Context: an optimization exercise on an open-source flow, tuned for small area, a short achievable clock period and few clock cycles per item. The choices shown serve that exercise and are no tape-out recipe.
Where RTL was checked, it was by simulation tests only, not by an equivalence proof against the original.

## run 2
Design geofence, start of the top module:
module geofence ( clk,reset,X,Y,valid,is_inside);
  input clk;
  input reset;
  input [9:0] X;
  input [9:0] Y;
  output reg valid;
  output reg is_inside;
  reg  [3:0]  cnt;
  reg  [9:0]  px, py;                   
  reg  [10:0] spx, spy, sqx, sqy;       
  reg  [10:0] cpx, cpy;                 
  reg  [10:0] vcx, vcy;                 
  reg         gc;                       
  reg  [10:0] ax, ay, bx, by;           
  reg         has_l, has_r, hit;
  reg         last, c_act;              
  wire [10:0] dx1 = {1'b0, X} - {1'b0, px};
  wire [10:0] dy1 = {1'b0, Y} - {1'b0, py};
  wire [9:0]  dx2 = px - X;
  wire [9:0]  dy2 = py - Y;
  wire [10:0] dx = {dx1[10], dx1[10] ? dx2 : dx1[9:0]};
  wire [10:0] dy = {dy1[10], dy1[10] ? dy2 : dy1[9:0]};
  wire s_neg, s_zero;
  xsm u_s (.ax(spx), .ay(spy), .bx(sqx), .by(sqy), .neg(s_neg), .zero(s_zero));
  wire c_neg, c_zero;
  ...
==> flow/config.mk <==
export PLATFORM = sky130hd
export DESIGN_NAME = geofence
export DESIGN_NICKNAME = geofence
export VERILOG_FILES = /design/flow/design.v
export SDC_FILE = /design/flow/constraint.sdc
export NUM_CORES = 4
export LEC_CHECK = 0
export ABC_CLOCK_PERIOD_IN_PS = 5000
export CAP_MARGIN = 20
export CORE_MARGIN = 2
export CORE_UTILIZATION = 40
export SETUP_SLACK_MARGIN = 5
export SLEW_MARGIN = 20
==> flow/constraint.sdc <==
create_clock -name core_clock -period 12.0 [get_ports {clk}]
set_input_delay 2.4000 -clock core_clock [delete_from_list [all_inputs] [get_ports {clk}]]
set_output_delay 2.4000 -clock core_clock [all_outputs]
set_load 0.01 [all_outputs]
run.sh (not shown) runs the stock make flow with config.mk's settings and CLKGATE_MAP_FILE= SYNTH_SCRIPT=/design/flow/synth_recipe.tcl, a recipe that flattens the netlist after the stock synthesis.
Testbench counts of run 2, summed over its fixed seeds: cycles 9,592, items 960.
Changes in run 3 relative to run 2:
- ABC_CLOCK_PERIOD_IN_PS no longer set, was 5000
--- outcome ---
Comparing run 2 against run 3, there is no change at all in starting utilization of the core area.
Summary of run 3 over run 2: number of nets in the finished design roughly the same; antenna cell count roughly the same; count of boundary I/O pins roughly the same; setup slack roughly the same.
Comparing run 2 against run 3, there is no change at all in area share of and/or/nand/nor cells after synthesis.
Reported for run 3 and run 2, die width turned out identical to the last digit.
The sequential cell count was comparable across run 3 and run 2.

---

Setup of run A:
Another version of the RTL of geofence (not shown whole).
For scale: ~2000 cells after synthesis, roughly 20000 um^2 of cells after synthesis.
Settings: LEC_CHECK=0, ABC_CLOCK_PERIOD_IN_PS=5000, CAP_MARGIN=20, CORE_MARGIN=2, CORE_UTILIZATION=40, SETUP_SLACK_MARGIN=5, SLEW_MARGIN=20; clock period 12.0 ns.
The following lists how run B was set up differently from run A:
Settings: SETUP_SLACK_MARGIN removed (was 5); ABC_CLOCK_PERIOD_IN_PS removed (was 5000).
## What came out
Maximum frequency | run B below run A. Against run A, run B comes in 1.2 points higher on share of cell area taken by multi-input logic gates. Reported for run B and run A, number of port buffers turned out identical to the last digit. Across both runs, number of global-route vias before repair was lower for run B than for run A. Compared run B vs run A, and core utilization is down in run B. Critical path required time: run A vs run B, no meaningful difference. Changes observed in run B relative to run A: sequential share of cell area was more or less identical, wire length of the first global-routing pass lower, period utilization +7.1 points, worst setup slack decreased 850 ps, floorplan die area level.
Function was not checked in any run of this note: the RTL went through the layout flow alone.

---

Another version of the RTL of geofence (not shown whole).
For scale: about 1600 cells after synthesis, about 320 flip-flops, about 19000 um2 of cells after synthesis.
Settings: LEC_CHECK=0, CAP_MARGIN=20, CORE_MARGIN=2, CORE_UTILIZATION=55, SLEW_MARGIN=20, SYNTH_HIERARCHICAL=1, SYNTH_MINIMUM_KEEP_SIZE=0; clock period 12.0 ns.
standard.sh (not shown) runs the stock make flow with config.mk's settings and CLKGATE_MAP_FILE= SYNTH_SCRIPT=/design/flow/synth_recipe.tcl, a recipe that flattens the netlist after the stock synthesis.
==> flow/flow/run.sh <==
#!/bin/bash
set -euo pipefail
bash standard.sh SETUP_SLACK_MARGIN=8.5 finish > standard.log 2>&1
Testbench counts at the start, summed over its fixed seeds: cycles 15,753, items 960.
Then changed:
--- a/flow/config.mk
+++ b/flow/config.mk
@@ -9,3 +9,3 @@
 export CORE_MARGIN = 2
-export CORE_UTILIZATION = 55
+export CORE_UTILIZATION = 75
 export SLEW_MARGIN = 20
=> Fmax stays flat. Routed wire length drops by 3.1%. Core utilization came out higher by 21 points. Cell area fell by 3.3%. Clock-buffer cell count rises by 3. Synthesized area stays the same. Cell count is lower by 7.2%. Via count is higher by 4.3%.
Then changed:
--- a/flow/config.mk
+++ b/flow/config.mk
@@ -9,3 +9,3 @@
 export CORE_MARGIN = 2
-export CORE_UTILIZATION = 75
+export CORE_UTILIZATION = 70
 export SLEW_MARGIN = 20
After rerunning: Worst setup slack gains 0.13 ns; routed wire length shrinks by a little under a tenth; area after synthesis is unchanged; die area is higher by a few percent; core utilization drops by 5.7 points; global-route usage went down by 4.6 points; via count shrinks by a few percent; final area is about the same; fmax grows by a few percent; first-iteration DRC count drops by about a fifth.

---

the previous run:
Another version of the RTL of geofence (not shown whole).
Size in the first run: roughly 1,800 cells after synthesis, ~24 I/O pins, ~19,000 um2 of cells after synthesis.
==> flow/design.v (excerpt) <==
module geofence ( clk,reset,X,Y,valid,is_inside);
  input clk;
  input reset;
  input [9:0] X;
  input [9:0] Y;
  output reg valid;
  output reg is_inside;
  reg  [3:0]  cnt;
  reg  [9:0]  px, py;                   
  reg  [10:0] spx, spy, sqx, sqy;       
  reg  [10:0] cpx, cpy;                 
  reg  [10:0] vcx, vcy;                 
  reg         gc;                       
  reg  [10:0] ax, ay, bx, by;           
  reg         has_l, has_r, hit;
  reg         last, c_act;              
  wire [10:0] dx1 = {1'b0, X} - {1'b0, px};
  wire [10:0] dy1 = {1'b0, Y} - {1'b0, py};
  wire [9:0]  dx2 = px - X;
  wire [9:0]  dy2 = py - Y;
  wire [10:0] dx = {dx1[10], dx1[10] ? dx2 : dx1[9:0]};
  wire [10:0] dy = {dy1[10], dy1[10] ? dy2 : dy1[9:0]};
  wire s_neg, s_zero;
  xsm u_s (.ax(spx), .ay(spy), .bx(sqx), .by(sqy), .neg(s_neg), .zero(s_zero));
  wire c_neg, c_zero;
  xsm u_c (.ax(cpx), .ay(cpy), .bx(vcx), .by(vcy), .neg(c_neg), .zero(c_zero));
  wire c_pos = ~c_neg & ~c_zero;
  wire upd_a = c_act & ~gc & (~has_l | c_neg);
  wire upd_b = c_act &  gc & (~has_r | c_pos);
  wire [10:0] ax_n = upd_a ? vcx : ax;
  wire [10:0] ay_n = upd_a ? vcy : ay;
  wire [10:0] bx_n = upd_b ? vcx : bx;
  wire [10:0] by_n = upd_b ? vcy : by;
  wire pre_last = (cnt == 4'd7);
  wire use_b_n = s_neg ^ pre_last;      
  wire ok_ab = has_l & has_r & ~s_neg;
  wire ok_5  = gc ? (has_l & ~c_pos) : (has_r & ~c_neg);
  wire fin_l = has_l | ~gc;
  wire fin_r = has_r | gc;
  wire res = fin_l & fin_r & (hit | ok_ab | ok_5);
  always @(posedge clk or posedge reset) begin
    if (reset) begin
      cnt <= 4'd0;
    end else begin
      cnt <= (cnt == 4'd9) ? 4'd0 : cnt + 4'd1;
    end
  end
  always @(posedge clk) begin
    valid <= last;
    is_inside <= res;
    last <= pre_last;
    c_act <= (cnt >= 4'd3) && (cnt <= 4'd6);
    if (cnt == 4'd0) begin px <= X; py <= Y; end
  ...
Settings: LEC_CHECK=0, CAP_MARGIN=20, CORE_MARGIN=2, CORE_UTILIZATION=70, SETUP_SLACK_MARGIN=5, SLEW_MARGIN=20, SYNTH_HIERARCHICAL=1, SYNTH_MINIMUM_KEEP_SIZE=0; clock period 12.0 ns.
run.sh (not shown) runs the stock make flow with config.mk's settings and CLKGATE_MAP_FILE= SYNTH_SCRIPT=/design/flow/synth_recipe.tcl, a recipe that flattens the netlist after the stock synthesis.
Stock flow here: none of the scripts above is used.
The previous run ran to completion and came out clean on the timing, design-rule and antenna checks.
Testbench counts of the previous run, summed over its fixed seeds: cycles 9,592, items 960.
[inputs] the current run vs the previous run
# the previous run
export LEC_CHECK = 0
export CAP_MARGIN = 20
export CORE_MARGIN = 2
export CORE_UTILIZATION = 70
export SETUP_SLACK_MARGIN = 5
export SLEW_MARGIN = 20
export SYNTH_HIERARCHICAL = 1
export SYNTH_MINIMUM_KEEP_SIZE = 0
create_clock -name core_clock -period 12.0 [get_ports {clk}]
# the current run
export LEC_CHECK = 0
export CAP_MARGIN = 20
export CORE_MARGIN = 2
export CORE_UTILIZATION = 40
export SETUP_SLACK_MARGIN = 5
export SLEW_MARGIN = 20
export SYNTH_HIERARCHICAL = 1
export SYNTH_MINIMUM_KEEP_SIZE = 0
create_clock -name core_clock -period 12.0 [get_ports {clk}]
[summary]
Of the previous run and the current run, the run reporting the higher number of fill cells was the current run. Between the previous run and the current run, non-clock buffer total of the final layout is lower for the previous run, the current run comes in above that. Core utilization in the current run vs the previous run: down 32 points. The clock skew of the current run was superior to that of the previous run. [the current run] global-route usage fell 15 points relative to the previous run. First-pass GRT wire length delta (the current run -> the previous run): insignificant.

==> what the ideal ports hide <==
In the flow no input, the clock included, has a driving cell. The finished layouts below were timed again as built, in two steps. Step 1: set_driving_cell puts a clkbuf_16 on clk and a buf_2 on each other input, an assumption about the parent block. Step 2, shift: input delay + t, output delay - t, t = (earliest + latest rising clock arrival at the registers) / 2. This alone moves slack from input paths to output paths. Slacks: no drivers / after step 1 / after step 2; pairs: no drivers / after step 1.
run | shift t [ns] | slack for setup (ns) | slew at the worst register clock pin (ns) | worst data-port slew with drivers (ns)
run 2 | 0.476 | 5.241 / 5.241 / 5.241 | 0.07 / 0.07 | 0.06
run 3 | 0.476 | 5.241 / 5.241 / 5.241 | 0.07 / 0.07 | 0.06
run A | 0.464 | 5.186 / 5.186 / 5.186 | 0.07 / 0.07 | 0.05
run B | 0.463 | 4.340 / 4.340 / 4.340 | 0.07 / 0.07 | 0.05
the first run of note 3 | 0.609 | 8.279 / 8.279 / 8.279 | 0.07 / 0.07 | 0.06
the second run of note 3 | 0.568 | 8.281 / 8.281 / 8.281 | 0.06 / 0.06 | 0.04
the third run of note 3 | 0.570 | 8.407 / 8.407 / 8.407 | 0.06 / 0.06 | 0.04
the previous run | 0.483 | 5.379 / 5.379 / 5.379 | 0.08 / 0.08 | 0.04
the current run | 0.469 | 5.237 / 5.237 / 5.237 | 0.08 / 0.08 | 0.04
After both steps setup and hold are still met in every run listed.
